Source: an optimization exercise on an open RTL-to-GDS flow (aim: small area). Production flows keep margins and buffers that such runs may drop. Function was not checked in any run shown here: the RTL went through the layout flow alone. Power and IR drop assume default switching activity.

<file path="flow/run.sh">
#!/bin/bash
# Standard ORFS layout with these changes: the port buffers use the smallest buffer cell;
# every combinational cell is put at its smallest drive strength after floorplanning (the
# repair steps then size up only what timing needs); clock tree synthesis adds no dummy
# loads; power recovery downsizes non-critical cells after global routing.
set -euo pipefail
W=$(pwd)
bash standard.sh BUFFER_PORTS_ARGS="-buffer_cell sky130_fd_sc_hd__buf_1" \
  POST_FLOORPLAN_TCL="$W/flow/downsize.tcl" \
  CTS_ARGS="-sink_clustering_enable -repair_clock_nets -dont_use_dummy_load" \
  RECOVER_POWER=100 finish > make_finish.log 2>&1
</file>
<file path="flow/downsize.tcl">
# POST_FLOORPLAN hook: put every combinational cell at the smallest drive strength of its
# family; the later repair steps size up what timing needs.
set n 0
foreach inst [[ord::get_db_block] getInsts] {
  set m [$inst getMaster]
  set name [$m getName]
  if {![regexp {^(sky130_fd_sc_hd__[a-z0-9]+)_([0-9]+)$} $name -> base sz]} { continue }
  if {[string match {*df*} $base] || [string match {*clk*} $base] || [string match {*tap*} $base]
      || [string match {*conb*} $base] || [string match {*dl*} $base]} { continue }
  set best ""
  set best_a 1e9
  foreach lc [get_lib_cells ${base}_*] {
    set ln [get_name $lc]
    if {![regexp "^${base}_\[0-9\]+\$" $ln]} { continue }
    if {[get_property $lc dont_use]} { continue }
    set a [get_property $lc area]
    if {$a < $best_a} { set best_a $a; set best $ln }
  }
  if {$best ne "" && $best ne $name} {
    $inst swapMaster [[ord::get_db] findMaster $best]
    incr n
  }
}
puts "downsize: replaced $n cells"
</file>
<file path="standard.sh">
#!/bin/bash
# synth_recipe.tcl (not shown) runs the flow's synth.tcl, then flattens the netlist and writes it again
# the make line also repeats each setting of config.mk as NAME=value (left out here)
make -C /OpenROAD-flow-scripts/flow DESIGN_CONFIG=/design/flow/config.mk WORK_HOME=/design/flow/orfs CLKGATE_MAP_FILE= SYNTH_SCRIPT=/design/flow/synth_recipe.tcl "${@:-finish}"
</file>
<file path="config.mk">
export PLATFORM = sky130hd
export DESIGN_NAME = alu32_top
export DESIGN_NICKNAME = alu32_top
export VERILOG_FILES = /design/flow/design.v
export SDC_FILE = /design/flow/constraint.sdc
export NUM_CORES = 4
export LEC_CHECK = 0
export CAP_MARGIN = 20
export CORE_MARGIN = 2
export CORE_UTILIZATION = 40
export SLEW_MARGIN = 20
export SYNTH_HIERARCHICAL = 1
export SYNTH_MINIMUM_KEEP_SIZE = 0
</file>
<file path="constraint.sdc">
create_clock -name core_clock -period 5.0 [get_ports {clk}]
set_input_delay 1.0000 -clock core_clock [delete_from_list [all_inputs] [get_ports {clk}]]
set_output_delay 1.0000 -clock core_clock [all_outputs]
set_load 0.01 [all_outputs]
</file>
<file path="design.v">
`timescale 1ns / 1ps
module alu32_top(
    input  wire        clk,
    input  wire [31:0] a,
    input  wire [31:0] b,
    input  wire [2:0]  op_code,
    output reg  [32:0] result,
    output reg         zero_flag,
    output reg         control_flag
    );
    reg  [31:0] a_q, b_q;
    reg  [2:0]  op_q;
    wire [32:0] alu_result;
    wire        alu_zero, alu_control;
    always @(posedge clk) begin
        a_q  <= a;
        b_q  <= b;
        op_q <= op_code;
        result       <= alu_result;
        zero_flag    <= alu_zero;
        control_flag <= alu_control;
    end
    ALU_8_Bit #(.WIDTH(32)) u_alu (
        .A(a_q),
        .B(b_q),
        .op_code(op_q),
        .result(alu_result),
        .zero_flag(alu_zero),
        .control_flag(alu_control)
    );
endmodule

`timescale 1ns / 1ps
module ALU_8_Bit #(parameter WIDTH = 8) (A, B, op_code, result, zero_flag, control_flag);
    input  [WIDTH-1:0] A, B;
    input  [2:0] op_code;
    output zero_flag, control_flag;
    output [WIDTH:0] result;
    wire inv, ar, nar, kp, kg, nkp, nkg, op_add, op_sub, op_gt, op_eq, op_lt;
    alu_decode u_dec (.op(op_code), .inv(inv), .ar(ar), .nar(nar), .kp(kp), .kg(kg),
        .nkp(nkp), .nkg(nkg), .op_add(op_add), .op_sub(op_sub), .op_gt(op_gt),
        .op_eq(op_eq), .op_lt(op_lt));
    wire [31:0] bx;    
    wire [31:0] pp;    
    wire [31:0] gg;    
    wire [31:0] sx;    
    wire [31:0] lt;    
    wire [31:0] r;
    wire [32:0] cc;      
    assign cc[0] = inv;
    alu_xor2 u_bx0 (.a(B[0]), .b(inv), .y(bx[0]));
    alu_ha u_ha0 (.a(A[0]), .b(bx[0]), .s(pp[0]), .c(gg[0]));
    alu_xor2 u_bx1 (.a(B[1]), .b(inv), .y(bx[1]));
    alu_xnor2 u_np1 (.a(A[1]), .b(bx[1]), .y(pp[1]));
    alu_nand2 u_ng1 (.a(A[1]), .b(bx[1]), .y(gg[1]));
    alu_xor2 u_bx2 (.a(B[2]), .b(inv), .y(bx[2]));
    alu_ha u_ha2 (.a(A[2]), .b(bx[2]), .s(pp[2]), .c(gg[2]));
    alu_xor2 u_bx3 (.a(B[3]), .b(inv), .y(bx[3]));
    alu_xnor2 u_np3 (.a(A[3]), .b(bx[3]), .y(pp[3]));
    alu_nand2 u_ng3 (.a(A[3]), .b(bx[3]), .y(gg[3]));
    wire P0, G0, x0a, x0b, x0c, q0;
    alu_inv u_x0a (.a(gg[0]), .y(x0a));
    alu_o21ai u_x0b (.a1(pp[1]), .a2(x0a), .b1(gg[1]), .y(x0b));
    alu_a21oi u_x0c (.a1(pp[2]), .a2(x0b), .b1(gg[2]), .y(x0c));
    alu_o21ai u_G0 (.a1(pp[3]), .a2(x0c), .b1(gg[3]), .y(G0));
    alu_nand2 u_q0 (.a(pp[0]), .b(pp[2]), .y(q0));
    alu_nor3 u_P0 (.a(q0), .b(pp[1]), .c(pp[3]), .y(P0));
    alu_a21oi u_c0 (.a1(pp[0]), .a2(cc[0]), .b1(gg[0]), .y(cc[1]));
    alu_o21ai u_c1 (.a1(pp[1]), .a2(cc[1]), .b1(gg[1]), .y(cc[2]));
    alu_a21oi u_c2 (.a1(pp[2]), .a2(cc[2]), .b1(gg[2]), .y(cc[3]));
    alu_a21oi u_gc0 (.a1(P0), .a2(cc[0]), .b1(G0), .y(cc[4]));
    alu_xor2 u_bx4 (.a(B[4]), .b(inv), .y(bx[4]));
    alu_xnor2 u_np4 (.a(A[4]), .b(bx[4]), .y(pp[4]));
    alu_nand2 u_ng4 (.a(A[4]), .b(bx[4]), .y(gg[4]));
    alu_xor2 u_bx5 (.a(B[5]), .b(inv), .y(bx[5]));
    alu_ha u_ha5 (.a(A[5]), .b(bx[5]), .s(pp[5]), .c(gg[5]));
    alu_xor2 u_bx6 (.a(B[6]), .b(inv), .y(bx[6]));
    alu_xnor2 u_np6 (.a(A[6]), .b(bx[6]), .y(pp[6]));
    alu_nand2 u_ng6 (.a(A[6]), .b(bx[6]), .y(gg[6]));
    alu_xor2 u_bx7 (.a(B[7]), .b(inv), .y(bx[7]));
    alu_ha u_ha7 (.a(A[7]), .b(bx[7]), .s(pp[7]), .c(gg[7]));
    wire P4, G4, x4a, x4b, x4c, q4;
    alu_inv u_x4a (.a(gg[4]), .y(x4a));
    alu_a21oi u_x4b (.a1(pp[5]), .a2(x4a), .b1(gg[5]), .y(x4b));
    alu_o21ai u_x4c (.a1(pp[6]), .a2(x4b), .b1(gg[6]), .y(x4c));
    alu_a21oi u_G4 (.a1(pp[7]), .a2(x4c), .b1(gg[7]), .y(G4));
    alu_nor2 u_q4 (.a(pp[4]), .b(pp[6]), .y(q4));
    alu_nand3 u_P4 (.a(q4), .b(pp[5]), .c(pp[7]), .y(P4));
    alu_o21ai u_c4 (.a1(pp[4]), .a2(cc[4]), .b1(gg[4]), .y(cc[5]));
    alu_a21oi u_c5 (.a1(pp[5]), .a2(cc[5]), .b1(gg[5]), .y(cc[6]));
    alu_o21ai u_c6 (.a1(pp[6]), .a2(cc[6]), .b1(gg[6]), .y(cc[7]));
    alu_o21ai u_gc4 (.a1(P4), .a2(cc[4]), .b1(G4), .y(cc[8]));
    alu_xor2 u_bx8 (.a(B[8]), .b(inv), .y(bx[8]));
    alu_ha u_ha8 (.a(A[8]), .b(bx[8]), .s(pp[8]), .c(gg[8]));
    alu_xor2 u_bx9 (.a(B[9]), .b(inv), .y(bx[9]));
    alu_xnor2 u_np9 (.a(A[9]), .b(bx[9]), .y(pp[9]));
    alu_nand2 u_ng9 (.a(A[9]), .b(bx[9]), .y(gg[9]));
    alu_xor2 u_bx10 (.a(B[10]), .b(inv), .y(bx[10]));
    alu_ha u_ha10 (.a(A[10]), .b(bx[10]), .s(pp[10]), .c(gg[10]));
    alu_xor2 u_bx11 (.a(B[11]), .b(inv), .y(bx[11]));
    alu_xnor2 u_np11 (.a(A[11]), .b(bx[11]), .y(pp[11]));
    alu_nand2 u_ng11 (.a(A[11]), .b(bx[11]), .y(gg[11]));
    wire P8, G8, x8a, x8b, x8c, q8;
    alu_inv u_x8a (.a(gg[8]), .y(x8a));
    alu_o21ai u_x8b (.a1(pp[9]), .a2(x8a), .b1(gg[9]), .y(x8b));
    alu_a21oi u_x8c (.a1(pp[10]), .a2(x8b), .b1(gg[10]), .y(x8c));
    alu_o21ai u_G8 (.a1(pp[11]), .a2(x8c), .b1(gg[11]), .y(G8));
    alu_nand2 u_q8 (.a(pp[8]), .b(pp[10]), .y(q8));
    alu_nor3 u_P8 (.a(q8), .b(pp[9]), .c(pp[11]), .y(P8));
    alu_a21oi u_c8 (.a1(pp[8]), .a2(cc[8]), .b1(gg[8]), .y(cc[9]));
    alu_o21ai u_c9 (.a1(pp[9]), .a2(cc[9]), .b1(gg[9]), .y(cc[10]));
    alu_a21oi u_c10 (.a1(pp[10]), .a2(cc[10]), .b1(gg[10]), .y(cc[11]));
    alu_a21oi u_gc8 (.a1(P8), .a2(cc[8]), .b1(G8), .y(cc[12]));
    alu_xor2 u_bx12 (.a(B[12]), .b(inv), .y(bx[12]));
    alu_xnor2 u_np12 (.a(A[12]), .b(bx[12]), .y(pp[12]));
    alu_nand2 u_ng12 (.a(A[12]), .b(bx[12]), .y(gg[12]));
    alu_xor2 u_bx13 (.a(B[13]), .b(inv), .y(bx[13]));
    alu_ha u_ha13 (.a(A[13]), .b(bx[13]), .s(pp[13]), .c(gg[13]));
    alu_xor2 u_bx14 (.a(B[14]), .b(inv), .y(bx[14]));
    alu_xnor2 u_np14 (.a(A[14]), .b(bx[14]), .y(pp[14]));
    alu_nand2 u_ng14 (.a(A[14]), .b(bx[14]), .y(gg[14]));
    alu_xor2 u_bx15 (.a(B[15]), .b(inv), .y(bx[15]));
    alu_ha u_ha15 (.a(A[15]), .b(bx[15]), .s(pp[15]), .c(gg[15]));
    wire P12, G12, x12a, x12b, x12c, q12;
    alu_inv u_x12a (.a(gg[12]), .y(x12a));
    alu_a21oi u_x12b (.a1(pp[13]), .a2(x12a), .b1(gg[13]), .y(x12b));
    alu_o21ai u_x12c (.a1(pp[14]), .a2(x12b), .b1(gg[14]), .y(x12c));
    alu_a21oi u_G12 (.a1(pp[15]), .a2(x12c), .b1(gg[15]), .y(G12));
    alu_nor2 u_q12 (.a(pp[12]), .b(pp[14]), .y(q12));
    alu_nand3 u_P12 (.a(q12), .b(pp[13]), .c(pp[15]), .y(P12));
    alu_o21ai u_c12 (.a1(pp[12]), .a2(cc[12]), .b1(gg[12]), .y(cc[13]));
    alu_a21oi u_c13 (.a1(pp[13]), .a2(cc[13]), .b1(gg[13]), .y(cc[14]));
    alu_o21ai u_c14 (.a1(pp[14]), .a2(cc[14]), .b1(gg[14]), .y(cc[15]));
    alu_o21ai u_gc12 (.a1(P12), .a2(cc[12]), .b1(G12), .y(cc[16]));
    alu_xor2 u_bx16 (.a(B[16]), .b(inv), .y(bx[16]));
    alu_ha u_ha16 (.a(A[16]), .b(bx[16]), .s(pp[16]), .c(gg[16]));
    alu_xor2 u_bx17 (.a(B[17]), .b(inv), .y(bx[17]));
    alu_xnor2 u_np17 (.a(A[17]), .b(bx[17]), .y(pp[17]));
    alu_nand2 u_ng17 (.a(A[17]), .b(bx[17]), .y(gg[17]));
    alu_xor2 u_bx18 (.a(B[18]), .b(inv), .y(bx[18]));
    alu_ha u_ha18 (.a(A[18]), .b(bx[18]), .s(pp[18]), .c(gg[18]));
    alu_xor2 u_bx19 (.a(B[19]), .b(inv), .y(bx[19]));
    alu_xnor2 u_np19 (.a(A[19]), .b(bx[19]), .y(pp[19]));
    alu_nand2 u_ng19 (.a(A[19]), .b(bx[19]), .y(gg[19]));
    wire P16, G16, x16a, x16b, x16c, q16;
    alu_inv u_x16a (.a(gg[16]), .y(x16a));
    alu_o21ai u_x16b (.a1(pp[17]), .a2(x16a), .b1(gg[17]), .y(x16b));
    alu_a21oi u_x16c (.a1(pp[18]), .a2(x16b), .b1(gg[18]), .y(x16c));
    alu_o21ai u_G16 (.a1(pp[19]), .a2(x16c), .b1(gg[19]), .y(G16));
    alu_nand2 u_q16 (.a(pp[16]), .b(pp[18]), .y(q16));
    alu_nor3 u_P16 (.a(q16), .b(pp[17]), .c(pp[19]), .y(P16));
    alu_a21oi u_c16 (.a1(pp[16]), .a2(cc[16]), .b1(gg[16]), .y(cc[17]));
    alu_o21ai u_c17 (.a1(pp[17]), .a2(cc[17]), .b1(gg[17]), .y(cc[18]));
    alu_a21oi u_c18 (.a1(pp[18]), .a2(cc[18]), .b1(gg[18]), .y(cc[19]));
    alu_a21oi u_gc16 (.a1(P16), .a2(cc[16]), .b1(G16), .y(cc[20]));
    alu_xor2 u_bx20 (.a(B[20]), .b(inv), .y(bx[20]));
    alu_xnor2 u_np20 (.a(A[20]), .b(bx[20]), .y(pp[20]));
    alu_nand2 u_ng20 (.a(A[20]), .b(bx[20]), .y(gg[20]));
    alu_xor2 u_bx21 (.a(B[21]), .b(inv), .y(bx[21]));
    alu_ha u_ha21 (.a(A[21]), .b(bx[21]), .s(pp[21]), .c(gg[21]));
    alu_xor2 u_bx22 (.a(B[22]), .b(inv), .y(bx[22]));
    alu_xnor2 u_np22 (.a(A[22]), .b(bx[22]), .y(pp[22]));
    alu_nand2 u_ng22 (.a(A[22]), .b(bx[22]), .y(gg[22]));
    alu_xor2 u_bx23 (.a(B[23]), .b(inv), .y(bx[23]));
    alu_ha u_ha23 (.a(A[23]), .b(bx[23]), .s(pp[23]), .c(gg[23]));
    wire P20, G20, x20a, x20b, x20c, q20;
    alu_inv u_x20a (.a(gg[20]), .y(x20a));
    alu_a21oi u_x20b (.a1(pp[21]), .a2(x20a), .b1(gg[21]), .y(x20b));
    alu_o21ai u_x20c (.a1(pp[22]), .a2(x20b), .b1(gg[22]), .y(x20c));
    alu_a21oi u_G20 (.a1(pp[23]), .a2(x20c), .b1(gg[23]), .y(G20));
    alu_nor2 u_q20 (.a(pp[20]), .b(pp[22]), .y(q20));
    alu_nand3 u_P20 (.a(q20), .b(pp[21]), .c(pp[23]), .y(P20));
    alu_o21ai u_c20 (.a1(pp[20]), .a2(cc[20]), .b1(gg[20]), .y(cc[21]));
    alu_a21oi u_c21 (.a1(pp[21]), .a2(cc[21]), .b1(gg[21]), .y(cc[22]));
    alu_o21ai u_c22 (.a1(pp[22]), .a2(cc[22]), .b1(gg[22]), .y(cc[23]));
    alu_o21ai u_gc20 (.a1(P20), .a2(cc[20]), .b1(G20), .y(cc[24]));
    alu_xor2 u_bx24 (.a(B[24]), .b(inv), .y(bx[24]));
    alu_ha u_ha24 (.a(A[24]), .b(bx[24]), .s(pp[24]), .c(gg[24]));
    alu_xor2 u_bx25 (.a(B[25]), .b(inv), .y(bx[25]));
    alu_xnor2 u_np25 (.a(A[25]), .b(bx[25]), .y(pp[25]));
    alu_nand2 u_ng25 (.a(A[25]), .b(bx[25]), .y(gg[25]));
    alu_xor2 u_bx26 (.a(B[26]), .b(inv), .y(bx[26]));
    alu_ha u_ha26 (.a(A[26]), .b(bx[26]), .s(pp[26]), .c(gg[26]));
    alu_xor2 u_bx27 (.a(B[27]), .b(inv), .y(bx[27]));
    alu_xnor2 u_np27 (.a(A[27]), .b(bx[27]), .y(pp[27]));
    alu_nand2 u_ng27 (.a(A[27]), .b(bx[27]), .y(gg[27]));
    wire P24, G24, x24a, x24b, x24c, q24;
    alu_inv u_x24a (.a(gg[24]), .y(x24a));
    alu_o21ai u_x24b (.a1(pp[25]), .a2(x24a), .b1(gg[25]), .y(x24b));
    alu_a21oi u_x24c (.a1(pp[26]), .a2(x24b), .b1(gg[26]), .y(x24c));
    alu_o21ai u_G24 (.a1(pp[27]), .a2(x24c), .b1(gg[27]), .y(G24));
    alu_nand2 u_q24 (.a(pp[24]), .b(pp[26]), .y(q24));
    alu_nor3 u_P24 (.a(q24), .b(pp[25]), .c(pp[27]), .y(P24));
    alu_a21oi u_c24 (.a1(pp[24]), .a2(cc[24]), .b1(gg[24]), .y(cc[25]));
    alu_o21ai u_c25 (.a1(pp[25]), .a2(cc[25]), .b1(gg[25]), .y(cc[26]));
    alu_a21oi u_c26 (.a1(pp[26]), .a2(cc[26]), .b1(gg[26]), .y(cc[27]));
    alu_a21oi u_gc24 (.a1(P24), .a2(cc[24]), .b1(G24), .y(cc[28]));
    alu_xor2 u_bx28 (.a(B[28]), .b(inv), .y(bx[28]));
    alu_xnor2 u_np28 (.a(A[28]), .b(bx[28]), .y(pp[28]));
    alu_nand2 u_ng28 (.a(A[28]), .b(bx[28]), .y(gg[28]));
    alu_xor2 u_bx29 (.a(B[29]), .b(inv), .y(bx[29]));
    alu_ha u_ha29 (.a(A[29]), .b(bx[29]), .s(pp[29]), .c(gg[29]));
    alu_xor2 u_bx30 (.a(B[30]), .b(inv), .y(bx[30]));
    alu_xnor2 u_np30 (.a(A[30]), .b(bx[30]), .y(pp[30]));
    alu_nand2 u_ng30 (.a(A[30]), .b(bx[30]), .y(gg[30]));
    alu_xor2 u_bx31 (.a(B[31]), .b(inv), .y(bx[31]));
    alu_ha u_ha31 (.a(A[31]), .b(bx[31]), .s(pp[31]), .c(gg[31]));
    wire P28, G28, x28a, x28b, x28c, q28;
    alu_inv u_x28a (.a(gg[28]), .y(x28a));
    alu_a21oi u_x28b (.a1(pp[29]), .a2(x28a), .b1(gg[29]), .y(x28b));
    alu_o21ai u_x28c (.a1(pp[30]), .a2(x28b), .b1(gg[30]), .y(x28c));
    alu_a21oi u_G28 (.a1(pp[31]), .a2(x28c), .b1(gg[31]), .y(G28));
    alu_nor2 u_q28 (.a(pp[28]), .b(pp[30]), .y(q28));
    alu_nand3 u_P28 (.a(q28), .b(pp[29]), .c(pp[31]), .y(P28));
    alu_o21ai u_c28 (.a1(pp[28]), .a2(cc[28]), .b1(gg[28]), .y(cc[29]));
    alu_a21oi u_c29 (.a1(pp[29]), .a2(cc[29]), .b1(gg[29]), .y(cc[30]));
    alu_o21ai u_c30 (.a1(pp[30]), .a2(cc[30]), .b1(gg[30]), .y(cc[31]));
    alu_o21ai u_gc28 (.a1(P28), .a2(cc[28]), .b1(G28), .y(cc[32]));
    alu_xnor2 u_s0 (.a(pp[0]), .b(cc[0]), .y(sx[0]));
    alu_a22oi u_l0 (.a1(pp[0]), .a2(kp), .b1(gg[0]), .b2(kg), .y(lt[0]));
    alu_xor2 u_s1 (.a(pp[1]), .b(cc[1]), .y(sx[1]));
    alu_o22ai u_l1 (.a1(pp[1]), .a2(nkp), .b1(gg[1]), .b2(nkg), .y(lt[1]));
    alu_xnor2 u_s2 (.a(pp[2]), .b(cc[2]), .y(sx[2]));
    alu_a22oi u_l2 (.a1(pp[2]), .a2(kp), .b1(gg[2]), .b2(kg), .y(lt[2]));
    alu_xor2 u_s3 (.a(pp[3]), .b(cc[3]), .y(sx[3]));
    alu_o22ai u_l3 (.a1(pp[3]), .a2(nkp), .b1(gg[3]), .b2(nkg), .y(lt[3]));
    alu_xor2 u_s4 (.a(pp[4]), .b(cc[4]), .y(sx[4]));
    alu_o22ai u_l4 (.a1(pp[4]), .a2(nkp), .b1(gg[4]), .b2(nkg), .y(lt[4]));
    alu_xnor2 u_s5 (.a(pp[5]), .b(cc[5]), .y(sx[5]));
    alu_a22oi u_l5 (.a1(pp[5]), .a2(kp), .b1(gg[5]), .b2(kg), .y(lt[5]));
    alu_xor2 u_s6 (.a(pp[6]), .b(cc[6]), .y(sx[6]));
    alu_o22ai u_l6 (.a1(pp[6]), .a2(nkp), .b1(gg[6]), .b2(nkg), .y(lt[6]));
    alu_xnor2 u_s7 (.a(pp[7]), .b(cc[7]), .y(sx[7]));
    alu_a22oi u_l7 (.a1(pp[7]), .a2(kp), .b1(gg[7]), .b2(kg), .y(lt[7]));
    alu_xnor2 u_s8 (.a(pp[8]), .b(cc[8]), .y(sx[8]));
    alu_a22oi u_l8 (.a1(pp[8]), .a2(kp), .b1(gg[8]), .b2(kg), .y(lt[8]));
    alu_xor2 u_s9 (.a(pp[9]), .b(cc[9]), .y(sx[9]));
    alu_o22ai u_l9 (.a1(pp[9]), .a2(nkp), .b1(gg[9]), .b2(nkg), .y(lt[9]));
    alu_xnor2 u_s10 (.a(pp[10]), .b(cc[10]), .y(sx[10]));
    alu_a22oi u_l10 (.a1(pp[10]), .a2(kp), .b1(gg[10]), .b2(kg), .y(lt[10]));
    alu_xor2 u_s11 (.a(pp[11]), .b(cc[11]), .y(sx[11]));
    alu_o22ai u_l11 (.a1(pp[11]), .a2(nkp), .b1(gg[11]), .b2(nkg), .y(lt[11]));
    alu_xor2 u_s12 (.a(pp[12]), .b(cc[12]), .y(sx[12]));
    alu_o22ai u_l12 (.a1(pp[12]), .a2(nkp), .b1(gg[12]), .b2(nkg), .y(lt[12]));
    alu_xnor2 u_s13 (.a(pp[13]), .b(cc[13]), .y(sx[13]));
    alu_a22oi u_l13 (.a1(pp[13]), .a2(kp), .b1(gg[13]), .b2(kg), .y(lt[13]));
    alu_xor2 u_s14 (.a(pp[14]), .b(cc[14]), .y(sx[14]));
    alu_o22ai u_l14 (.a1(pp[14]), .a2(nkp), .b1(gg[14]), .b2(nkg), .y(lt[14]));
    alu_xnor2 u_s15 (.a(pp[15]), .b(cc[15]), .y(sx[15]));
    alu_a22oi u_l15 (.a1(pp[15]), .a2(kp), .b1(gg[15]), .b2(kg), .y(lt[15]));
    alu_xnor2 u_s16 (.a(pp[16]), .b(cc[16]), .y(sx[16]));
    alu_a22oi u_l16 (.a1(pp[16]), .a2(kp), .b1(gg[16]), .b2(kg), .y(lt[16]));
    alu_xor2 u_s17 (.a(pp[17]), .b(cc[17]), .y(sx[17]));
    alu_o22ai u_l17 (.a1(pp[17]), .a2(nkp), .b1(gg[17]), .b2(nkg), .y(lt[17]));
    alu_xnor2 u_s18 (.a(pp[18]), .b(cc[18]), .y(sx[18]));
    alu_a22oi u_l18 (.a1(pp[18]), .a2(kp), .b1(gg[18]), .b2(kg), .y(lt[18]));
    alu_xor2 u_s19 (.a(pp[19]), .b(cc[19]), .y(sx[19]));
    alu_o22ai u_l19 (.a1(pp[19]), .a2(nkp), .b1(gg[19]), .b2(nkg), .y(lt[19]));
    alu_xor2 u_s20 (.a(pp[20]), .b(cc[20]), .y(sx[20]));
    alu_o22ai u_l20 (.a1(pp[20]), .a2(nkp), .b1(gg[20]), .b2(nkg), .y(lt[20]));
    alu_xnor2 u_s21 (.a(pp[21]), .b(cc[21]), .y(sx[21]));
    alu_a22oi u_l21 (.a1(pp[21]), .a2(kp), .b1(gg[21]), .b2(kg), .y(lt[21]));
    alu_xor2 u_s22 (.a(pp[22]), .b(cc[22]), .y(sx[22]));
    alu_o22ai u_l22 (.a1(pp[22]), .a2(nkp), .b1(gg[22]), .b2(nkg), .y(lt[22]));
    alu_xnor2 u_s23 (.a(pp[23]), .b(cc[23]), .y(sx[23]));
    alu_a22oi u_l23 (.a1(pp[23]), .a2(kp), .b1(gg[23]), .b2(kg), .y(lt[23]));
    alu_xnor2 u_s24 (.a(pp[24]), .b(cc[24]), .y(sx[24]));
    alu_a22oi u_l24 (.a1(pp[24]), .a2(kp), .b1(gg[24]), .b2(kg), .y(lt[24]));
    alu_xor2 u_s25 (.a(pp[25]), .b(cc[25]), .y(sx[25]));
    alu_o22ai u_l25 (.a1(pp[25]), .a2(nkp), .b1(gg[25]), .b2(nkg), .y(lt[25]));
    alu_xnor2 u_s26 (.a(pp[26]), .b(cc[26]), .y(sx[26]));
    alu_a22oi u_l26 (.a1(pp[26]), .a2(kp), .b1(gg[26]), .b2(kg), .y(lt[26]));
    alu_xor2 u_s27 (.a(pp[27]), .b(cc[27]), .y(sx[27]));
    alu_o22ai u_l27 (.a1(pp[27]), .a2(nkp), .b1(gg[27]), .b2(nkg), .y(lt[27]));
    alu_xor2 u_s28 (.a(pp[28]), .b(cc[28]), .y(sx[28]));
    alu_o22ai u_l28 (.a1(pp[28]), .a2(nkp), .b1(gg[28]), .b2(nkg), .y(lt[28]));
    alu_xnor2 u_s29 (.a(pp[29]), .b(cc[29]), .y(sx[29]));
    alu_a22oi u_l29 (.a1(pp[29]), .a2(kp), .b1(gg[29]), .b2(kg), .y(lt[29]));
    alu_xor2 u_s30 (.a(pp[30]), .b(cc[30]), .y(sx[30]));
    alu_o22ai u_l30 (.a1(pp[30]), .a2(nkp), .b1(gg[30]), .b2(nkg), .y(lt[30]));
    alu_xnor2 u_s31 (.a(pp[31]), .b(cc[31]), .y(sx[31]));
    alu_a22oi u_l31 (.a1(pp[31]), .a2(kp), .b1(gg[31]), .b2(kg), .y(lt[31]));
    wire eq, hi, cmp, ncmp;
    alu_and #(.N(8), .INV(8'b10101010)) u_eq (.a({P28, P24, P20, P16, P12, P8, P4, P0}), .y(eq));
    alu_flags #(.CINV(0)) u_fl (.ci(cc[32]), .eq(eq), .op_add(op_add), .op_sub(op_sub), .op_gt(op_gt),
        .op_eq(op_eq), .op_lt(op_lt), .hi(hi), .cmp(cmp), .ncmp(ncmp));
    alu_o211ai u_r0 (.a1(sx[0]), .a2(nar), .b1(lt[0]), .c1(ncmp), .y(r[0]));
    alu_a21o u_r1 (.a1(sx[1]), .a2(ar), .b1(lt[1]), .y(r[1]));
    alu_o21ai u_r2 (.a1(sx[2]), .a2(nar), .b1(lt[2]), .y(r[2]));
    alu_a21o u_r3 (.a1(sx[3]), .a2(ar), .b1(lt[3]), .y(r[3]));
    alu_a21o u_r4 (.a1(sx[4]), .a2(ar), .b1(lt[4]), .y(r[4]));
    alu_o21ai u_r5 (.a1(sx[5]), .a2(nar), .b1(lt[5]), .y(r[5]));
    alu_a21o u_r6 (.a1(sx[6]), .a2(ar), .b1(lt[6]), .y(r[6]));
    alu_o21ai u_r7 (.a1(sx[7]), .a2(nar), .b1(lt[7]), .y(r[7]));
    alu_o21ai u_r8 (.a1(sx[8]), .a2(nar), .b1(lt[8]), .y(r[8]));
    alu_a21o u_r9 (.a1(sx[9]), .a2(ar), .b1(lt[9]), .y(r[9]));
    alu_o21ai u_r10 (.a1(sx[10]), .a2(nar), .b1(lt[10]), .y(r[10]));
    alu_a21o u_r11 (.a1(sx[11]), .a2(ar), .b1(lt[11]), .y(r[11]));
    alu_a21o u_r12 (.a1(sx[12]), .a2(ar), .b1(lt[12]), .y(r[12]));
    alu_o21ai u_r13 (.a1(sx[13]), .a2(nar), .b1(lt[13]), .y(r[13]));
    alu_a21o u_r14 (.a1(sx[14]), .a2(ar), .b1(lt[14]), .y(r[14]));
    alu_o21ai u_r15 (.a1(sx[15]), .a2(nar), .b1(lt[15]), .y(r[15]));
    alu_o21ai u_r16 (.a1(sx[16]), .a2(nar), .b1(lt[16]), .y(r[16]));
    alu_a21o u_r17 (.a1(sx[17]), .a2(ar), .b1(lt[17]), .y(r[17]));
    alu_o21ai u_r18 (.a1(sx[18]), .a2(nar), .b1(lt[18]), .y(r[18]));
    alu_a21o u_r19 (.a1(sx[19]), .a2(ar), .b1(lt[19]), .y(r[19]));
    alu_a21o u_r20 (.a1(sx[20]), .a2(ar), .b1(lt[20]), .y(r[20]));
    alu_o21ai u_r21 (.a1(sx[21]), .a2(nar), .b1(lt[21]), .y(r[21]));
    alu_a21o u_r22 (.a1(sx[22]), .a2(ar), .b1(lt[22]), .y(r[22]));
    alu_o21ai u_r23 (.a1(sx[23]), .a2(nar), .b1(lt[23]), .y(r[23]));
    alu_o21ai u_r24 (.a1(sx[24]), .a2(nar), .b1(lt[24]), .y(r[24]));
    alu_a21o u_r25 (.a1(sx[25]), .a2(ar), .b1(lt[25]), .y(r[25]));
    alu_o21ai u_r26 (.a1(sx[26]), .a2(nar), .b1(lt[26]), .y(r[26]));
    alu_a21o u_r27 (.a1(sx[27]), .a2(ar), .b1(lt[27]), .y(r[27]));
    alu_a21o u_r28 (.a1(sx[28]), .a2(ar), .b1(lt[28]), .y(r[28]));
    alu_o21ai u_r29 (.a1(sx[29]), .a2(nar), .b1(lt[29]), .y(r[29]));
    alu_a21o u_r30 (.a1(sx[30]), .a2(ar), .b1(lt[30]), .y(r[30]));
    alu_o21ai u_r31 (.a1(sx[31]), .a2(nar), .b1(lt[31]), .y(r[31]));
    assign result = {hi, r};
    assign control_flag = hi;
    wire ze;
    alu_nor #(.N(19)) u_zlo (.a(r[19:1]), .y(ze));
    wire zp0;
    alu_nor2 u_zp0 (.a(r[20]), .b(r[21]), .y(zp0));
    wire zp1;
    alu_nor2 u_zp1 (.a(r[22]), .b(r[23]), .y(zp1));
    wire zp2;
    alu_nor2 u_zp2 (.a(r[24]), .b(r[25]), .y(zp2));
    wire zp3;
    alu_nor2 u_zp3 (.a(r[26]), .b(r[27]), .y(zp3));
    wire zp4;
    alu_nor2 u_zp4 (.a(r[28]), .b(r[29]), .y(zp4));
    wire zp5;
    alu_nor2 u_zp5 (.a(r[30]), .b(r[31]), .y(zp5));
    wire zp6;
    alu_nor2 u_zp6 (.a(hi), .b(r[0]), .y(zp6));
    wire zn0;
    alu_nand #(.N(4)) u_zn0 (.a({ze, zp0, zp1, zp2}), .y(zn0));
    wire zn1;
    alu_nand #(.N(4)) u_zn1 (.a({zp3, zp4, zp5, zp6}), .y(zn1));
    alu_nor #(.N(2)) u_z (.a({zn0, zn1}), .y(zero_flag));
endmodule
module alu_xor2 (input a, input b, output y);
    assign y = a ^ b;
endmodule
module alu_xnor2 (input a, input b, output y);
    assign y = ~(a ^ b);
endmodule
module alu_ha (input a, input b, output s, output c);
    assign s = a ^ b;
    assign c = a & b;
endmodule
module alu_nand2 (input a, input b, output y);
    assign y = ~(a & b);
endmodule
module alu_nor2 (input a, input b, output y);
    assign y = ~(a | b);
endmodule
module alu_nor3 (input a, input b, input c, output y);
    assign y = ~(a | b | c);
endmodule
module alu_nand3 (input a, input b, input c, output y);
    assign y = ~(a & b & c);
endmodule
module alu_inv (input a, output y);
    assign y = ~a;
endmodule
module alu_a21oi (input a1, input a2, input b1, output y);
    assign y = ~((a1 & a2) | b1);
endmodule
module alu_o21ai (input a1, input a2, input b1, output y);
    assign y = ~((a1 | a2) & b1);
endmodule
module alu_a21o (input a1, input a2, input b1, output y);
    assign y = (a1 & a2) | b1;
endmodule
module alu_a22oi (input a1, input a2, input b1, input b2, output y);
    assign y = ~((a1 & a2) | (b1 & b2));
endmodule
module alu_o22ai (input a1, input a2, input b1, input b2, output y);
    assign y = ~((a1 | a2) & (b1 | b2));
endmodule
module alu_o211ai (input a1, input a2, input b1, input c1, output y);
    assign y = ~((a1 | a2) & b1 & c1);
endmodule
module alu_a211o (input a1, input a2, input b1, input c1, output y);
    assign y = (a1 & a2) | b1 | c1;
endmodule
module alu_and #(parameter N = 8, parameter [N-1:0] INV = 0) (input [N-1:0] a, output y);
    assign y = &(a ^ INV);
endmodule
module alu_nor #(parameter N = 8) (input [N-1:0] a, output y);
    assign y = ~|a;
endmodule
module alu_nand #(parameter N = 4) (input [N-1:0] a, output y);
    assign y = ~&a;
endmodule
module alu_decode (input [2:0] op, output inv, output ar, output nar, output kp, output kg,
                   output nkp, output nkg, output op_add, output op_sub, output op_gt,
                   output op_eq, output op_lt);
    assign op_add = (op == 3'b000);
    assign op_sub = (op == 3'b001);
    assign op_gt  = (op == 3'b010);
    assign op_eq  = (op == 3'b011);
    assign op_lt  = (op == 3'b100);
    assign inv = op_sub | op_gt | op_eq | op_lt;
    assign ar  = op_add | op_sub;
    assign nar = ~ar;
    assign kp  = (op == 3'b110) | (op == 3'b111);
    assign kg  = (op == 3'b101) | (op == 3'b110);
    assign nkp = ~kp;
    assign nkg = ~kg;
endmodule
module alu_flags #(parameter CINV = 0) (input ci, input eq, input op_add, input op_sub, input op_gt, input op_eq,
                  input op_lt, output hi, output cmp, output ncmp);
    wire co = ci ^ CINV;
    assign hi = (op_add & co) | (op_sub & ~co);
    assign cmp = (op_gt & co & ~eq) | (op_eq & eq) | (op_lt & ~co);
    assign ncmp = ~cmp;
endmodule
</file>
==> flow_summary_export.csv, run 1 <==
group,metric,value,unit
status,outcome,"no timing/DRC/antenna violations",
detailed_routing,num_vias,3195,
sta,finalSetupViolations,0,
detailed_routing,drt_pass1_iterations,5,
clocking,clkLatencyLatePin,360,ps
worst_setup_path,reg2regPathDepth,22,
global_routing,globalRoute.totalOverflow,0,
power_and_ir_drop,power_leakage,1.91,nW
detailed_routing,detail_route.wl_per_cell,14.6,um
yosys,syn_avg_cell_area,10.7,sq um
power_and_ir_drop,irDropWorstVdd,140,uV
yosys,postSynthNetCount,482,
layout,post_route_cells_drive_above_1_share,3.70,%
die,io_pins,103,
worst_setup_path,crit_required,5300,ps
die,start_util,41.2,%
worst_setup_path,crit_type,"flip-flop to flip-flop",
power_and_ir_drop,powerDensity,386,nW/um^2
sta,finalWorstSetupSlack,378,ps
worst_setup_path,timing.critical_path.from_type,"flip-flop",
global_routing,antenna_violations_before_repair,0,
layout,final_nets,599,
layout,layout_common_cells,"dfxtp_1 (102), buf_1 (102), xor2_1 (49)",
clocking,cts_root_buffer,"clkbuf_8",
worst_setup_path,cp_common_cell,"o21ai_0",
clocking,number_of_cts_inserted_buffers,9,
detailed_routing,vias_per_cell,4.92,
detailed_routing,ant_nets,0,
placed_design,io_buffer_count,102,
sta,post-route-min-period,4620,ps
detailed_routing,remaining_drc_errors,0,
die,floorplan.core_area,10400,sq um
yosys,synthesis.yosys.warnings,7,
sta,timing.final.hold_violations,0,
worst_hold_path,hold-path-cell-count,3,
worst_setup_path,cp_cell_sequence,"o21a_1 -> nor2_4 -> xor2_1 -> xnor2_2 -> o21ai_0 -> a21oi_1 -> o21ai_0 -> a21oi_1 -> o21ai_0 -> a21oi_1 -> o21ai_1 -> a21oi_1 -> o21ai_1 -> a21oi_2 -> o21ai_0 -> a21oi_1 -> o21ai_0 -> xnor2_1 -> o21ai_0 -> nor2_1 -> nand4_1 -> nor2_1",
placed_design,dp_hpwl,6850,um
yosys,syn-instance-count,398,
global_routing,grt_start_max_net_pins,20,
clocking,cts-root-to-sink-buffers,2,
die,die_w,107,um
clocking,tritoncts,"done",
worst_setup_path,slowest_delay,390,ps
global_routing,global_route_usage_over_all_layers,16.6,%
worst_setup_path,timing.critical_path.arrival,4920,ps
worst_setup_path,crit_end_element,"flip-flop",
global_routing,grt_pass1_wl,14600,um
worst_setup_path,critical-path-slowest-cell,"dfxtp_1",
yosys,synth_area,4280,sq um
clocking,worst_setup_hold_path_clk_slew,80,ps
detailed_routing,initialDrtViolationCount,145,
sta,setup-tns-final,0,ps
worst_setup_path,reg2reg_slack,380,ps
sta,worst_clock_skew,18.5,ps
sta,rsz0062_at_grt,"no",
flow_run,cap_violations,0,
placed_design,place.gp.congestion,0.867,
sta,tightestPinTransition,1080,ps
die,design.die.area,11500,sq um
clocking,clk_sinks,102,
placed_design,place_worst_setup_slack,71.0,ps
sta,slew_viol_final,0,
worst_hold_path,holdCritPathClass,"flip-flop to flip-flop",
sta,fmax,216,MHz
clocking,h-tree-depth,3,
global_routing,via_count_of_the_first_global_routing_pass,3132,
sta,max-slew-margin-rel,28.0,%
die,die_y,107,um
layout,antenna_cells_inserted,0,
die,placementRows,37,
layout,area_growth_syn_to_layout,11.6,%
sta,timing.final.crit_share,92.4,%
worst_setup_path,crit_fanout,8,
detailed_routing,totalWireLength,9460,um
[sequential cells by signal (all words and copies together) (netlist names)]
name / flops
zero_flag: 1
b_q: 32
control_flag: 1
op_q: 3
a_q: 32
result: 33
[critical path, delay by kind of cell, from the launching register on]
family	cells	cell delay (ps)
AO/OA/AOI/OAI	15	2910
XOR/XNOR	3	720
AND/OR/NAND/NOR	4	540
flip-flops	1	390
[routing by layer]
metal / routed length (um) / up-vias / global-route usage, %
met5: 0 / - / 0
met4: 174 / 0 / 6.87
met3: 536 / 17 / 4.72
met2: 4550 / 103 / 27.2
met1: 4190 / 1450 / 20.5
li1: - / 1625 / -
[power breakdown]
part           internal (mW)  switching (mW)
registers              0.894          0.0305
clock network          0.162           0.235
logic                  0.211           0.309
total                   1.27           0.575
[final timing paths]
check,to,startpoint
setup / recovery,zero_flag,op_q[1]
hold / removal,result[27],a_q[27]
setup reg to reg,zero_flag,op_q[1]
hold reg to reg,result[27],a_q[27]
[per-stage QoR]
stage	cell area, sq um	std cells	util (%)	total power, mW	hold WS, ps
4_1_cts	4750	648	45.8	1.85	694
5_1_grt	4770	649	46.0	1.95	696
3_5_place_dp	4620	639	44.6	1.46	674
2_1_floorplan	4280	398	-	1.38	617
6_report	4770	649	46.0	1.84	688
3_3_place_gp	4620	639	44.6	1.45	661
[final cells by class]
type	instances	area, sq um
fill	1034	5600
clock buffer	9	124
timing repair buffer	108	424
inverter	11	41.3
tap	136	170
sequential	102	2040
multi-input combinational	283	1970
[repair_timing]
action,in CTS,in global routing
setup endpoints to repair,0,2
gates resized for setup,0,6
hold buffers,0,0
buffers inserted,0,1
==> run 2, diff against run 1 <==
--- a/design.v
+++ b/design.v
@@ -36,10 +36,9 @@
     input  [2:0] op_code;
     output zero_flag, control_flag;
     output [WIDTH:0] result;
-    wire inv, ar, nar, kp, kg, nkp, nkg, op_add, op_sub, op_gt, op_eq, op_lt;
+    wire inv, ar, nar, kp, kg, nkp, nkg;
     alu_decode u_dec (.op(op_code), .inv(inv), .ar(ar), .nar(nar), .kp(kp), .kg(kg),
-        .nkp(nkp), .nkg(nkg), .op_add(op_add), .op_sub(op_sub), .op_gt(op_gt),
-        .op_eq(op_eq), .op_lt(op_lt));
+        .nkp(nkp), .nkg(nkg));
     wire [31:0] bx;    
     wire [31:0] pp;    
     wire [31:0] gg;    
@@ -50,46 +49,32 @@
     assign cc[0] = inv;
     alu_xor2 u_bx0 (.a(B[0]), .b(inv), .y(bx[0]));
     alu_ha u_ha0 (.a(A[0]), .b(bx[0]), .s(pp[0]), .c(gg[0]));
+    alu_a21oi u_c0 (.a1(pp[0]), .a2(cc[0]), .b1(gg[0]), .y(cc[1]));
     alu_xor2 u_bx1 (.a(B[1]), .b(inv), .y(bx[1]));
     alu_xnor2 u_np1 (.a(A[1]), .b(bx[1]), .y(pp[1]));
     alu_nand2 u_ng1 (.a(A[1]), .b(bx[1]), .y(gg[1]));
+    alu_o21ai u_c1 (.a1(pp[1]), .a2(cc[1]), .b1(gg[1]), .y(cc[2]));
     alu_xor2 u_bx2 (.a(B[2]), .b(inv), .y(bx[2]));
     alu_ha u_ha2 (.a(A[2]), .b(bx[2]), .s(pp[2]), .c(gg[2]));
+    alu_a21oi u_c2 (.a1(pp[2]), .a2(cc[2]), .b1(gg[2]), .y(cc[3]));
     alu_xor2 u_bx3 (.a(B[3]), .b(inv), .y(bx[3]));
     alu_xnor2 u_np3 (.a(A[3]), .b(bx[3]), .y(pp[3]));
     alu_nand2 u_ng3 (.a(A[3]), .b(bx[3]), .y(gg[3]));
-    wire P0, G0, x0a, x0b, x0c, q0;
-    alu_inv u_x0a (.a(gg[0]), .y(x0a));
-    alu_o21ai u_x0b (.a1(pp[1]), .a2(x0a), .b1(gg[1]), .y(x0b));
-    alu_a21oi u_x0c (.a1(pp[2]), .a2(x0b), .b1(gg[2]), .y(x0c));
-    alu_o21ai u_G0 (.a1(pp[3]), .a2(x0c), .b1(gg[3]), .y(G0));
-    alu_nand2 u_q0 (.a(pp[0]), .b(pp[2]), .y(q0));
-    alu_nor3 u_P0 (.a(q0), .b(pp[1]), .c(pp[3]), .y(P0));
-    alu_a21oi u_c0 (.a1(pp[0]), .a2(cc[0]), .b1(gg[0]), .y(cc[1]));
-    alu_o21ai u_c1 (.a1(pp[1]), .a2(cc[1]), .b1(gg[1]), .y(cc[2]));
-    alu_a21oi u_c2 (.a1(pp[2]), .a2(cc[2]), .b1(gg[2]), .y(cc[3]));
-    alu_a21oi u_gc0 (.a1(P0), .a2(cc[0]), .b1(G0), .y(cc[4]));
+    alu_o21ai u_c3 (.a1(pp[3]), .a2(cc[3]), .b1(gg[3]), .y(cc[4]));
     alu_xor2 u_bx4 (.a(B[4]), .b(inv), .y(bx[4]));
-    alu_xnor2 u_np4 (.a(A[4]), .b(bx[4]), .y(pp[4]));
-    alu_nand2 u_ng4 (.a(A[4]), .b(bx[4]), .y(gg[4]));
+    alu_ha u_ha4 (.a(A[4]), .b(bx[4]), .s(pp[4]), .c(gg[4]));
+    alu_a21oi u_c4 (.a1(pp[4]), .a2(cc[4]), .b1(gg[4]), .y(cc[5]));
     alu_xor2 u_bx5 (.a(B[5]), .b(inv), .y(bx[5]));
-    alu_ha u_ha5 (.a(A[5]), .b(bx[5]), .s(pp[5]), .c(gg[5]));
+    alu_xnor2 u_np5 (.a(A[5]), .b(bx[5]), .y(pp[5]));
+    alu_nand2 u_ng5 (.a(A[5]), .b(bx[5]), .y(gg[5]));
+    alu_o21ai u_c5 (.a1(pp[5]), .a2(cc[5]), .b1(gg[5]), .y(cc[6]));
     alu_xor2 u_bx6 (.a(B[6]), .b(inv), .y(bx[6]));
-    alu_xnor2 u_np6 (.a(A[6]), .b(bx[6]), .y(pp[6]));
-    alu_nand2 u_ng6 (.a(A[6]), .b(bx[6]), .y(gg[6]));
+    alu_ha u_ha6 (.a(A[6]), .b(bx[6]), .s(pp[6]), .c(gg[6]));
+    alu_a21oi u_c6 (.a1(pp[6]), .a2(cc[6]), .b1(gg[6]), .y(cc[7]));
     alu_xor2 u_bx7 (.a(B[7]), .b(inv), .y(bx[7]));
-    alu_ha u_ha7 (.a(A[7]), .b(bx[7]), .s(pp[7]), .c(gg[7]));
-    wire P4, G4, x4a, x4b, x4c, q4;
-    alu_inv u_x4a (.a(gg[4]), .y(x4a));
-    alu_a21oi u_x4b (.a1(pp[5]), .a2(x4a), .b1(gg[5]), .y(x4b));
-    alu_o21ai u_x4c (.a1(pp[6]), .a2(x4b), .b1(gg[6]), .y(x4c));
-    alu_a21oi u_G4 (.a1(pp[7]), .a2(x4c), .b1(gg[7]), .y(G4));
-    alu_nor2 u_q4 (.a(pp[4]), .b(pp[6]), .y(q4));
-    alu_nand3 u_P4 (.a(q4), .b(pp[5]), .c(pp[7]), .y(P4));
-    alu_o21ai u_c4 (.a1(pp[4]), .a2(cc[4]), .b1(gg[4]), .y(cc[5]));
-    alu_a21oi u_c5 (.a1(pp[5]), .a2(cc[5]), .b1(gg[5]), .y(cc[6]));
-    alu_o21ai u_c6 (.a1(pp[6]), .a2(cc[6]), .b1(gg[6]), .y(cc[7]));
-    alu_o21ai u_gc4 (.a1(P4), .a2(cc[4]), .b1(G4), .y(cc[8]));
+    alu_xnor2 u_np7 (.a(A[7]), .b(bx[7]), .y(pp[7]));
+    alu_nand2 u_ng7 (.a(A[7]), .b(bx[7]), .y(gg[7]));
+    alu_o21ai u_c7 (.a1(pp[7]), .a2(cc[7]), .b1(gg[7]), .y(cc[8]));
     alu_xor2 u_bx8 (.a(B[8]), .b(inv), .y(bx[8]));
     alu_ha u_ha8 (.a(A[8]), .b(bx[8]), .s(pp[8]), .c(gg[8]));
     alu_xor2 u_bx9 (.a(B[9]), .b(inv), .y(bx[9]));
@@ -224,14 +209,14 @@
     alu_a22oi u_l2 (.a1(pp[2]), .a2(kp), .b1(gg[2]), .b2(kg), .y(lt[2]));
     alu_xor2 u_s3 (.a(pp[3]), .b(cc[3]), .y(sx[3]));
     alu_o22ai u_l3 (.a1(pp[3]), .a2(nkp), .b1(gg[3]), .b2(nkg), .y(lt[3]));
-    alu_xor2 u_s4 (.a(pp[4]), .b(cc[4]), .y(sx[4]));
-    alu_o22ai u_l4 (.a1(pp[4]), .a2(nkp), .b1(gg[4]), .b2(nkg), .y(lt[4]));
-    alu_xnor2 u_s5 (.a(pp[5]), .b(cc[5]), .y(sx[5]));
-    alu_a22oi u_l5 (.a1(pp[5]), .a2(kp), .b1(gg[5]), .b2(kg), .y(lt[5]));
-    alu_xor2 u_s6 (.a(pp[6]), .b(cc[6]), .y(sx[6]));
-    alu_o22ai u_l6 (.a1(pp[6]), .a2(nkp), .b1(gg[6]), .b2(nkg), .y(lt[6]));
-    alu_xnor2 u_s7 (.a(pp[7]), .b(cc[7]), .y(sx[7]));
-    alu_a22oi u_l7 (.a1(pp[7]), .a2(kp), .b1(gg[7]), .b2(kg), .y(lt[7]));
+    alu_xnor2 u_s4 (.a(pp[4]), .b(cc[4]), .y(sx[4]));
+    alu_a22oi u_l4 (.a1(pp[4]), .a2(kp), .b1(gg[4]), .b2(kg), .y(lt[4]));
+    alu_xor2 u_s5 (.a(pp[5]), .b(cc[5]), .y(sx[5]));
+    alu_o22ai u_l5 (.a1(pp[5]), .a2(nkp), .b1(gg[5]), .b2(nkg), .y(lt[5]));
+    alu_xnor2 u_s6 (.a(pp[6]), .b(cc[6]), .y(sx[6]));
+    alu_a22oi u_l6 (.a1(pp[6]), .a2(kp), .b1(gg[6]), .b2(kg), .y(lt[6]));
+    alu_xor2 u_s7 (.a(pp[7]), .b(cc[7]), .y(sx[7]));
+    alu_o22ai u_l7 (.a1(pp[7]), .a2(nkp), .b1(gg[7]), .b2(nkg), .y(lt[7]));
     alu_xnor2 u_s8 (.a(pp[8]), .b(cc[8]), .y(sx[8]));
     alu_a22oi u_l8 (.a1(pp[8]), .a2(kp), .b1(gg[8]), .b2(kg), .y(lt[8]));
     alu_xor2 u_s9 (.a(pp[9]), .b(cc[9]), .y(sx[9]));
@@ -281,17 +266,17 @@
     alu_xnor2 u_s31 (.a(pp[31]), .b(cc[31]), .y(sx[31]));
     alu_a22oi u_l31 (.a1(pp[31]), .a2(kp), .b1(gg[31]), .b2(kg), .y(lt[31]));
     wire eq, hi, cmp, ncmp;
-    alu_and #(.N(8), .INV(8'b10101010)) u_eq (.a({P28, P24, P20, P16, P12, P8, P4, P0}), .y(eq));
-    alu_flags #(.CINV(0)) u_fl (.ci(cc[32]), .eq(eq), .op_add(op_add), .op_sub(op_sub), .op_gt(op_gt),
-        .op_eq(op_eq), .op_lt(op_lt), .hi(hi), .cmp(cmp), .ncmp(ncmp));
+    alu_and #(.N(14), .INV(14'b10101010101010)) u_eq (.a({pp[7], pp[6], pp[5], pp[4], pp[3], pp[2], pp[1], pp[0], P28, P24, P20, P16, P12, P8}), .y(eq));
+    alu_flags #(.CINV(0)) u_fl (.op(op_code), .ci(cc[32]), .eq(eq),
+        .hi(hi), .cmp(cmp), .ncmp(ncmp));
     alu_o211ai u_r0 (.a1(sx[0]), .a2(nar), .b1(lt[0]), .c1(ncmp), .y(r[0]));
     alu_a21o u_r1 (.a1(sx[1]), .a2(ar), .b1(lt[1]), .y(r[1]));
     alu_o21ai u_r2 (.a1(sx[2]), .a2(nar), .b1(lt[2]), .y(r[2]));
     alu_a21o u_r3 (.a1(sx[3]), .a2(ar), .b1(lt[3]), .y(r[3]));
-    alu_a21o u_r4 (.a1(sx[4]), .a2(ar), .b1(lt[4]), .y(r[4]));
-    alu_o21ai u_r5 (.a1(sx[5]), .a2(nar), .b1(lt[5]), .y(r[5]));
-    alu_a21o u_r6 (.a1(sx[6]), .a2(ar), .b1(lt[6]), .y(r[6]));
-    alu_o21ai u_r7 (.a1(sx[7]), .a2(nar), .b1(lt[7]), .y(r[7]));
+    alu_o21ai u_r4 (.a1(sx[4]), .a2(nar), .b1(lt[4]), .y(r[4]));
+    alu_a21o u_r5 (.a1(sx[5]), .a2(ar), .b1(lt[5]), .y(r[5]));
+    alu_o21ai u_r6 (.a1(sx[6]), .a2(nar), .b1(lt[6]), .y(r[6]));
+    alu_a21o u_r7 (.a1(sx[7]), .a2(ar), .b1(lt[7]), .y(r[7]));
     alu_o21ai u_r8 (.a1(sx[8]), .a2(nar), .b1(lt[8]), .y(r[8]));
     alu_a21o u_r9 (.a1(sx[9]), .a2(ar), .b1(lt[9]), .y(r[9]));
     alu_o21ai u_r10 (.a1(sx[10]), .a2(nar), .b1(lt[10]), .y(r[10]));
@@ -319,26 +304,36 @@
     assign result = {hi, r};
     assign control_flag = hi;
     wire ze;
-    alu_nor #(.N(19)) u_zlo (.a(r[19:1]), .y(ze));
+    alu_nor #(.N(11)) u_zlo (.a(r[11:1]), .y(ze));
     wire zp0;
-    alu_nor2 u_zp0 (.a(r[20]), .b(r[21]), .y(zp0));
+    alu_nor2 u_zp0 (.a(r[12]), .b(r[13]), .y(zp0));
     wire zp1;
-    alu_nor2 u_zp1 (.a(r[22]), .b(r[23]), .y(zp1));
+    alu_nor2 u_zp1 (.a(r[14]), .b(r[15]), .y(zp1));
     wire zp2;
-    alu_nor2 u_zp2 (.a(r[24]), .b(r[25]), .y(zp2));
+    alu_nor2 u_zp2 (.a(r[16]), .b(r[17]), .y(zp2));
     wire zp3;
-    alu_nor2 u_zp3 (.a(r[26]), .b(r[27]), .y(zp3));
+    alu_nor2 u_zp3 (.a(r[18]), .b(r[19]), .y(zp3));
     wire zp4;
-    alu_nor2 u_zp4 (.a(r[28]), .b(r[29]), .y(zp4));
+    alu_nor2 u_zp4 (.a(r[20]), .b(r[21]), .y(zp4));
     wire zp5;
-    alu_nor2 u_zp5 (.a(r[30]), .b(r[31]), .y(zp5));
+    alu_nor2 u_zp5 (.a(r[22]), .b(r[23]), .y(zp5));
     wire zp6;
-    alu_nor2 u_zp6 (.a(hi), .b(r[0]), .y(zp6));
+    alu_nor2 u_zp6 (.a(r[24]), .b(r[25]), .y(zp6));
+    wire zp7;
+    alu_nor2 u_zp7 (.a(r[26]), .b(r[27]), .y(zp7));
+    wire zp8;
+    alu_nor2 u_zp8 (.a(r[28]), .b(r[29]), .y(zp8));
+    wire zp9;
+    alu_nor2 u_zp9 (.a(r[30]), .b(r[31]), .y(zp9));
+    wire zp10;
+    alu_nor2 u_zp10 (.a(hi), .b(r[0]), .y(zp10));
     wire zn0;
     alu_nand #(.N(4)) u_zn0 (.a({ze, zp0, zp1, zp2}), .y(zn0));
     wire zn1;
     alu_nand #(.N(4)) u_zn1 (.a({zp3, zp4, zp5, zp6}), .y(zn1));
-    alu_nor #(.N(2)) u_z (.a({zn0, zn1}), .y(zero_flag));
+    wire zn2;
+    alu_nand #(.N(4)) u_zn2 (.a({zp7, zp8, zp9, zp10}), .y(zn2));
+    alu_nor #(.N(3)) u_z (.a({zn0, zn1, zn2}), .y(zero_flag));
 endmodule
 module alu_xor2 (input a, input b, output y);
     assign y = a ^ b;
@@ -396,25 +391,19 @@
     assign y = ~&a;
 endmodule
 module alu_decode (input [2:0] op, output inv, output ar, output nar, output kp, output kg,
-                   output nkp, output nkg, output op_add, output op_sub, output op_gt,
-                   output op_eq, output op_lt);
-    assign op_add = (op == 3'b000);
-    assign op_sub = (op == 3'b001);
-    assign op_gt  = (op == 3'b010);
-    assign op_eq  = (op == 3'b011);
-    assign op_lt  = (op == 3'b100);
-    assign inv = op_sub | op_gt | op_eq | op_lt;
-    assign ar  = op_add | op_sub;
-    assign nar = ~ar;
-    assign kp  = (op == 3'b110) | (op == 3'b111);
-    assign kg  = (op == 3'b101) | (op == 3'b110);
+                   output nkp, output nkg);
+    assign inv = op[2] ^ (op[1] | op[0]);      
+    assign nar = op[2] | op[1];
+    assign ar  = ~nar;                         
+    assign kp  = op[2] & op[1];                
+    assign kg  = op[2] & (op[1] ^ op[0]);      
     assign nkp = ~kp;
     assign nkg = ~kg;
 endmodule
-module alu_flags #(parameter CINV = 0) (input ci, input eq, input op_add, input op_sub, input op_gt, input op_eq,
-                  input op_lt, output hi, output cmp, output ncmp);
+module alu_flags #(parameter CINV = 0) (input [2:0] op, input ci, input eq, output hi,
+                                        output cmp, output ncmp);
     wire co = ci ^ CINV;
-    assign hi = (op_add & co) | (op_sub & ~co);
-    assign cmp = (op_gt & co & ~eq) | (op_eq & eq) | (op_lt & ~co);
+    assign hi = ~op[2] & ~op[1] & (co ^ op[0]);    
+    assign cmp = ((op == 3'b010) & co & ~eq) | ((op == 3'b011) & eq) | ((op == 3'b100) & ~co);
     assign ncmp = ~cmp;
 endmodule
==> run 2 against run 1 <==
Against the previous run: non-clock buffer count increased by 11; sequential power increased by 0.5%; critical endpoint unchanged; via count decreased by 0.41%; still clean.
==> flow_summary_export.csv, run 2 <==
group,metric,value,unit
die,die_y,107,um
power_and_ir_drop,power_leakage,1.96,nW
sta,worst_clock_skew,24.2,ps
yosys,syn_avg_cell_area,10.8,sq um
clocking,tritoncts,"done",
worst_hold_path,holdCritPathClass,"flip-flop to flip-flop",
global_routing,grt_pass1_wl,15000,um
clocking,cts-root-to-sink-buffers,2,
worst_setup_path,timing.critical_path.from_type,"flip-flop",
die,placementRows,37,
sta,post-route-min-period,4560,ps
clocking,cts_root_buffer,"clkbuf_8",
yosys,postSynthNetCount,473,
sta,finalWorstSetupSlack,440,ps
worst_setup_path,cp_common_cell,"a21oi_2",
layout,max_flop_register,"result",
sta,timing.final.hold_violations,0,
power_and_ir_drop,powerDensity,399,nW/um^2
worst_setup_path,crit_end_element,"flip-flop",
yosys,synthesis.yosys.warnings,7,
clocking,h-tree-depth,3,
sta,timing.final.crit_share,91.2,%
clocking,worst_setup_hold_path_clk_slew,80,ps
worst_setup_path,slowest_delay,540,ps
global_routing,globalRoute.totalOverflow,0,
die,design.die.area,11400,sq um
layout,layout_top_registers,"result: 33 flops, a_q: 32 flops, b_q: 32 flops",
sta,fmax,219,MHz
global_routing,grt_start_max_net_pins,23,
die,die_w,107,um
placed_design,io_buffer_count,102,
global_routing,via_count_of_the_first_global_routing_pass,3199,
layout,largest_register_ffs,33,
power_and_ir_drop,irDropWorstVdd,147,uV
worst_setup_path,timing.critical_path.arrival,4820,ps
layout,layoutNonFillerInstCount,651,
detailed_routing,ant_nets,0,
layout,layout_common_cells,"buf_1 (102), dfxtp_1 (100), xor2_1 (48)",
global_routing,global_route_usage_over_all_layers,17.2,%
yosys,syn-instance-count,388,
detailed_routing,remaining_drc_errors,0,
worst_setup_path,critical-path-slowest-cell,"or4b_1",
clocking,number_of_cts_inserted_buffers,9,
layout,layout.cells.most_common,"buf_1",
sta,finalSetupViolations,0,
layout,total_non_filler_cell_area_in_the_finished_layout,4840,sq um
placed_design,dp_hpwl,6880,um
worst_setup_path,crit_required,5260,ps
layout,area_growth_syn_to_layout,15.1,%
global_routing,antenna_violations_before_repair,0,
detailed_routing,drt_pass1_iterations,4,
detailed_routing,vias_per_cell,4.89,
layout,antenna_cells_inserted,0,
sta,tightestPinTransition,1140,ps
placed_design,post-place-cells,641,
worst_setup_path,crit_fanout,3,
detailed_routing,num_vias,3182,
detailed_routing,detail_route.wl_per_cell,14.3,um
placed_design,place.gp.congestion,0.839,
worst_setup_path,crit_type,"flip-flop to flip-flop",
layout,post_route_cells_drive_above_1_share,7.57,%
clocking,clk_sinks,102,
placed_design,place_worst_setup_slack,-293,ps
sta,slew_viol_final,0,
status,outcome,"no timing/DRC/antenna violations",
detailed_routing,totalWireLength,9330,um
die,start_util,40.9,%
flow_run,cap_violations,0,
yosys,synth_area,4210,sq um
clocking,clkLatencyLatePin,360,ps
placed_design,dpl-instance-area,4670,sq um
sta,max-slew-margin-rel,24.0,%
detailed_routing,initialDrtViolationCount,144,
layout,final_nets,602,
die,io_pins,103,
die,floorplan.core_area,10300,sq um
-- run 2: what timing repair did --
item / 4_1_cts / 5_1_grt
buffers inserted: 0 / 1
gates resized for setup: 6 / 11
hold buffers: 0 / 0
setup endpoints to repair: 1 / 4
hold endpoints to repair: 0 / 0
pin swaps: 2 / 3
-- run 2: final timing paths --
| check | end | slack [ps] | startpoint | cells past startpoint |
|---|---|---|---|---|
| hold reg to reg | control_flag | 610 | op_q[1] | 2 |
| setup / recovery | zero_flag | 440 | op_q[0] | 25 |
| setup reg to reg | zero_flag | 440 | op_q[0] | 25 |
| hold / removal | control_flag | 610 | op_q[1] | 2 |
-- run 2: metrics by stage --
| stage | power (mW) | hold WS (ps) | utilization [%] | TNS [ps] |
|---|---|---|---|---|
| 5_1_grt | 2.06 | 620 | 47.1 | -15.1 |
| 3_5_place_dp | 1.53 | 581 | 45.4 | -293 |
| 2_1_floorplan | 1.43 | 484 | - | 0 |
| 3_3_place_gp | 1.52 | 567 | 45.4 | 0 |
| 4_1_cts | 1.94 | 601 | 46.8 | 0 |
| 6_report | 1.93 | 607 | 47.1 | 0 |
-- run 2: where the power goes --
group,internal [mW],total [mW],switching [mW]
logic,0.259,0.608,0.349
clock network,0.162,0.394,0.232
registers,0.899,0.930,0.0308
-- run 2: cell type report --
class | instances | area (sq um)
Clock buffer | 9 | 124
Fill cell | 1017 | 5440
Inverter | 8 | 30.0
Multi-Input combinational cell | 277 | 1960
Sequential cell | 102 | 2040
Tap cell | 136 | 170
Timing Repair Buffer | 119 | 510
-- run 2: worst max-delay path, delay by kind of cell (launching register included) --
family          cells  cell delay [ps]
compound gates     16             2370
xor+xnor            2              400
fa+ha+maj           2              500
buf+inv             1               50
flops               1              340
simple gates        4              780
-- run 2: per-layer routing --
metal  routed length [um]  global-route usage [%]  vias up
li1                     -                       -     1625
met1                 4310                    21.8     1454
met2                 4360                    27.7       97
met3                  557                    5.76        6
met4                  100                    5.66        0
met5                    0                       0        -

## port drivers added, routing unchanged
The results above use ideal ports. As a check the final layouts listed here were re-extracted and re-timed, cells and wires unchanged. Step 1, drivers: a clkbuf_16 drives clk and a buf_2 each remaining input, both assumed. Step 2 also shifts input and output timing later by t, the mid clock arrival at the registers, as if the neighbouring blocks saw the same clock. Three values: ideal, step 1, step 2; two values: the first two.
| run | shift t [ns] | setup slack, ns | worst register clock-pin slew, ns | worst data-port slew with drivers (ns) |
|---|---|---|---|---|
| run 1 | 0.386 | 0.378 / 0.378 / 0.378 | 0.09 / 0.09 | 0.03 |
| run 2 | 0.383 | 0.440 / 0.440 / 0.440 | 0.09 / 0.09 | 0.04 |
After both steps setup and hold are still met in every run listed.
